From an optimization exercise on the open Yosys and OpenROAD flow, aimed at small area; shortcuts taken in it are not production practice. Function was checked by simulation only, so behaviour that the tests miss may differ from the original. The clock port is modelled as an ideal driver; clocking choices that lean on that would not hold on a real chip. Power figures rest on the tool's default switching activity, not on a simulated workload.

==> flow/design.v (excerpt) <==
module top (
	input  btn_up,
	input  btn_dn,
	input  clk,
	input  rst,
	input  cw,
	input  ccw,
	input  arm_up,
	input  arm_down,
	input  load_line_up,
	input  load_line_down,
	output wire [7:0] uart_data,
	output wire tx,
	output wire [6:0] seg,
	output wire [3:0] an
);
    reg  [1:0] speed;
    wire speed_up, speed_dn;   
    debouncer db_up   (.clk(clk), .rst(rst), .btn(btn_up), .btn_db(speed_up));
    debouncer db_down (.clk(clk), .rst(rst), .btn(btn_dn), .btn_db(speed_dn));
    always @(posedge clk or posedge rst) begin
        if (rst)
            speed <= 2'b00;
        else if (speed_dn && speed != 2'b00)
            speed <= speed - 2'b01;
        else if (speed_up && speed != 2'b11)
            speed <= speed + 2'b01;
    end
    transmit tx_module (
        .cw(cw), .ccw(ccw),
        .arm_up(arm_up), .arm_down(arm_down),
        .load_line_up(load_line_up), .load_line_down(load_line_down),
        .speed(speed),
        .uart_send_byte(uart_data)
    );
    uart_tx uart_module (.clk(clk), .rst(rst), .data_in(uart_data), .tx(tx));
    sev_seg_display display (.clk(clk), .rst(rst), .data_in(uart_data), .seg(seg), .an(an));
endmodule
clock: 10.0 ns
lec_check: 0
cap_margin: 20
core_margin: 2
core_utilization: 65
slew_margin: 20
standard.sh (not shown) runs the stock make flow with config.mk's settings and CLKGATE_MAP_FILE= SYNTH_SCRIPT=/design/flow/synth_recipe.tcl, a recipe that flattens the netlist after the stock synthesis.
==> flow/flow/run.sh <==
#!/bin/bash
export BUFFER_PORTS_ARGS="-buffer_cell sky130_fd_sc_hd__buf_1"
export CTS_ARGS="-sink_clustering_enable -repair_clock_nets -dont_use_dummy_load -buf_list sky130_fd_sc_hd__clkbuf_4"
bash standard.sh > standard.log 2>&1
Edit:
--- a/flow/flow/run.sh
+++ b/flow/flow/run.sh
@@ -1,0 +2,3 @@
+# The standard layout (standard.sh), with two changes: the port buffers
+# use the smallest buffer cell, and clock tree synthesis uses clkbuf_4 and
+# no dummy load cells. The full make output goes to standard.log.
=> The new run completed with no timing, DRC or antenna violations; worst setup slack does not change; cell count does not change; die area stays the same.

---

Another version of the RTL of top (not shown whole).
Size in the first run: ~270 cells after synthesis, ~30 I/O pins, about 2900 um2 of cells after synthesis.
Settings: LEC_CHECK=0, CAP_MARGIN=20, CORE_MARGIN=2, CORE_UTILIZATION=65, SLEW_MARGIN=20; clock period 10.0 ns.
==> flow/flow/run.sh <==
#!/bin/bash
# The standard layout (standard.sh), with these changes:
# - after the standard synthesis, each combinational cell is given its
#   smallest drive strength (downsize.py; registers are not touched), since
#   the 10 ns clock leaves ample slack; the resizer still repairs slew and
#   capacitance afterwards;
# - the port buffers use the smallest buffer cell;
# - clock tree synthesis uses clkbuf_4 and no dummy load cells.
# Each step's full output goes to its own log file here.
set -e
R=$PWD/orfs/results/$FLOW_PLATFORM/top/base
export BUFFER_PORTS_ARGS="-buffer_cell sky130_fd_sc_hd__buf_1"
export CTS_ARGS="-sink_clustering_enable -repair_clock_nets -dont_use_dummy_load -buf_list sky130_fd_sc_hd__clkbuf_4"
bash standard.sh $R/1_2_yosys.v > synth.log 2>&1
python3 flow/downsize.py $FLOW_HOME/platforms/$FLOW_PLATFORM/lib/sky130_fd_sc_hd__tt_025C_1v80.lib $R/1_2_yosys.v > downsize.log 2>&1
bash standard.sh > standard.log 2>&1
==> flow/flow/downsize.py <==
#!/usr/bin/env python3
"""Give every combinational cell of a mapped netlist the smallest-area drive
strength of its kind (same function and pins, e.g. nor4_4 -> nor4_1).
Registers, tie cells and buffers are left as they are.
usage: downsize.py LIBERTY NETLIST  (NETLIST is rewritten in place)"""
import re, sys, collections

lib, net = sys.argv[1], sys.argv[2]
text = open(lib).read()
area = {m.group(1): float(m.group(2)) for m in re.finditer(
    r'cell\s*\(\s*"?(sky130_fd_sc_hd__\w+?)"?\s*\)\s*\{.*?area\s*:\s*([\d.]+)', text, re.S)}
dont = re.compile(r'__(lpflow|probe|df|edf|sdf|sedf|dl|conb|buf|clkbuf|clkinv|clkdly|tap|fill|decap|diode|ha_|fa_|macro)')
kinds = collections.defaultdict(list)
for c in area:
    m = re.match(r'(sky130_fd_sc_hd__\w+)_(\d+)$', c)
    if m and not dont.search(c):
        kinds[m.group(1)].append(c)
best = {}
for k, cells in kinds.items():
    for c in cells:
        small = min(cells, key=lambda x: (area[x], int(x.rsplit('_', 1)[1])))
        if area[small] < area[c]:
            best[c] = small
v = open(net).read()
count = collections.Counter()
def swap(m):
    c = m.group(1)
    if c in best:
        count[(c, best[c])] += 1
        return best[c] + m.group(2)
    return m.group(0)
v = re.sub(r'\b(sky130_fd_sc_hd__\w+)(\s+\S+\s*\()', swap, v)
open(net, 'w').write(v)
for (a, b), n in sorted(count.items()):
    print(f'{n:4d} {a} -> {b} ({area[a]} -> {area[b]})')
print('area saved:', round(sum(n * (area[a] - area[b]) for (a, b), n in count.items()), 3))
==> next run, changes <==
--- a/flow/flow/run.sh
+++ b/flow/flow/run.sh
@@ -11,5 +11,6 @@
 R=$PWD/orfs/results/$FLOW_PLATFORM/top/base
 export BUFFER_PORTS_ARGS="-buffer_cell sky130_fd_sc_hd__buf_1"
-export CTS_ARGS="-sink_clustering_enable -repair_clock_nets -dont_use_dummy_load -buf_list sky130_fd_sc_hd__clkbuf_4"
+export CTS_ARGS="-sink_clustering_enable -repair_clock_nets -dont_use_dummy_load -buf_list sky130_fd_sc_hd__clkbuf_16 -sink_clustering_size 100 -sink_clustering_max_diameter 1000"
+export PRE_CTS_TCL=$PWD/flow/pre_cts.tcl
 bash standard.sh $R/1_2_yosys.v > synth.log 2>&1
 python3 flow/downsize.py $FLOW_HOME/platforms/$FLOW_PLATFORM/lib/sky130_fd_sc_hd__tt_025C_1v80.lib $R/1_2_yosys.v > downsize.log 2>&1
==> flow/flow/pre_cts.tcl (new file) <==
set_max_fanout 100 [current_design]
Outcome: Sequential cell count stays the same; global-route usage climbs by 0.90 points; combinational power rose slightly; area after synthesis does not change; clock skew shrinks by 0.022 ns; wire length went up by a few percent; final cell count is unchanged; worst hold slack degrades by 0.012 ns; clock power goes up by well over a third; core utilization grows by 3.6 points; final area increases by a few percent.
==> next run, changes <==
==> flow/flow/run.sh (replaced) <==
#!/bin/bash
# The standard layout (standard.sh), with these changes:
# - after the standard synthesis, each combinational cell is given its
#   smallest-area drive strength, the strongest of equal area (downsize.py;
#   registers are not touched), since
#   the 10 ns clock leaves ample slack; the resizer still repairs slew and
#   capacitance afterwards;
# - the port buffers use the smallest buffer cell;
# - clock tree synthesis uses clkbuf_4 and no dummy load cells.
# Each step's full output goes to its own log file here.
set -e
R=$PWD/orfs/results/$FLOW_PLATFORM/top/base
export BUFFER_PORTS_ARGS="-buffer_cell sky130_fd_sc_hd__buf_1"
export CTS_ARGS="-sink_clustering_enable -repair_clock_nets -dont_use_dummy_load -buf_list sky130_fd_sc_hd__clkbuf_4"
bash standard.sh $R/1_2_yosys.v > synth.log 2>&1
python3 flow/downsize.py $FLOW_HOME/platforms/$FLOW_PLATFORM/lib/sky130_fd_sc_hd__tt_025C_1v80.lib $R/1_2_yosys.v > downsize.log 2>&1
bash standard.sh > standard.log 2>&1
--- a/flow/flow/downsize.py
+++ b/flow/flow/downsize.py
@@ -1,5 +1,6 @@
 #!/usr/bin/env python3
 """Give every combinational cell of a mapped netlist the smallest-area drive
-strength of its kind (same function and pins, e.g. nor4_4 -> nor4_1).
+strength of its kind (same function and pins, e.g. nor4_4 -> nor4_1), and of
+those the strongest (inv_1 -> inv_2, which has the same area).
 Registers, tie cells and buffers are left as they are.
 usage: downsize.py LIBERTY NETLIST  (NETLIST is rewritten in place)"""
@@ -19,6 +20,6 @@
 for k, cells in kinds.items():
     for c in cells:
-        small = min(cells, key=lambda x: (area[x], int(x.rsplit('_', 1)[1])))
-        if area[small] < area[c]:
+        small = min(cells, key=lambda x: (area[x], -int(x.rsplit('_', 1)[1])))
+        if small != c and area[small] <= area[c]:
             best[c] = small
 v = open(net).read()
removed: flow/flow/pre_cts.tcl
Outcome: Power goes down by about a fifth; clock skew goes up by 0.0052 ns; clock-buffer cell count stays the same; worst setup slack is better by 0.030 ns; register-to-register slack is worse by 0.02 ns; global-route usage goes down by 2.1 points; fmax goes up slightly; via count goes down by a few percent; die area does not change.
==> next run, changes <==
==> flow/flow/run.sh (replaced) <==
#!/bin/bash
# The standard layout (standard.sh), with these changes:
# - after the standard synthesis, each combinational cell is given its
#   smallest drive strength (downsize.py; registers are not touched), since
#   the 10 ns clock leaves ample slack; the resizer still repairs slew and
#   capacitance afterwards;
# - the port buffers use the smallest buffer cell;
# - clock tree synthesis uses clkbuf_8 and no dummy load cells.
# Each step's full output goes to its own log file here.
set -e
R=$PWD/orfs/results/$FLOW_PLATFORM/top/base
export BUFFER_PORTS_ARGS="-buffer_cell sky130_fd_sc_hd__buf_1"
export CTS_ARGS="-sink_clustering_enable -repair_clock_nets -dont_use_dummy_load -buf_list sky130_fd_sc_hd__clkbuf_8"
bash standard.sh $R/1_2_yosys.v > synth.log 2>&1
python3 flow/downsize.py $FLOW_HOME/platforms/$FLOW_PLATFORM/lib/sky130_fd_sc_hd__tt_025C_1v80.lib $R/1_2_yosys.v > downsize.log 2>&1
bash standard.sh > standard.log 2>&1
--- a/flow/flow/downsize.py
+++ b/flow/flow/downsize.py
@@ -1,6 +1,5 @@
 #!/usr/bin/env python3
 """Give every combinational cell of a mapped netlist the smallest-area drive
-strength of its kind (same function and pins, e.g. nor4_4 -> nor4_1), and of
-those the strongest (inv_1 -> inv_2, which has the same area).
+strength of its kind (same function and pins, e.g. nor4_4 -> nor4_1).
 Registers, tie cells and buffers are left as they are.
 usage: downsize.py LIBERTY NETLIST  (NETLIST is rewritten in place)"""
@@ -20,6 +19,6 @@
 for k, cells in kinds.items():
     for c in cells:
-        small = min(cells, key=lambda x: (area[x], -int(x.rsplit('_', 1)[1])))
-        if small != c and area[small] <= area[c]:
+        small = min(cells, key=lambda x: (area[x], int(x.rsplit('_', 1)[1])))
+        if area[small] < area[c]:
             best[c] = small
 v = open(net).read()
Clock power rose by a quarter to a third.
Combinational power drops by a few percent.
Cell count stays flat.
Final area grows by a few percent.
Die area is unchanged.

-- afterwards: timing with drivers on the ports --
The results above use ideal ports. As a check the final layouts listed here were re-extracted and re-timed, cells and wires unchanged.
Step 1, drivers: a clkbuf_16 drives clk and a buf_2 each remaining input, both assumed.
Step 2 also shifts input and output timing later by t, the mid clock arrival at the registers, as if the neighbouring blocks saw the same clock.
a / b / c = no drivers / after step 1 / after step 2; a / b = the first two.
| run | t (ns) | setup WS [ns] | cell pins on the clock port's net |
|---|---|---|---|
| the first run of note 1 | 0.418 | 5.320 / 5.294 / 5.294 | 1 |
| the second run of note 1 | 0.418 | 5.320 / 5.294 / 5.294 | 1 |
| the first run of note 2 | 0.409 | 5.408 / 5.388 / 5.388 | 1 |
| the second run of note 2 | 0.346 | 5.404 / 5.384 / 5.384 | 1 |
| the third run of note 2 | 0.416 | 5.433 / 5.414 / 5.414 | 1 |
| the fourth run of note 2 | 0.355 | 5.421 / 5.401 / 5.401 | 1 |
After both steps setup and hold are still met in every run listed.
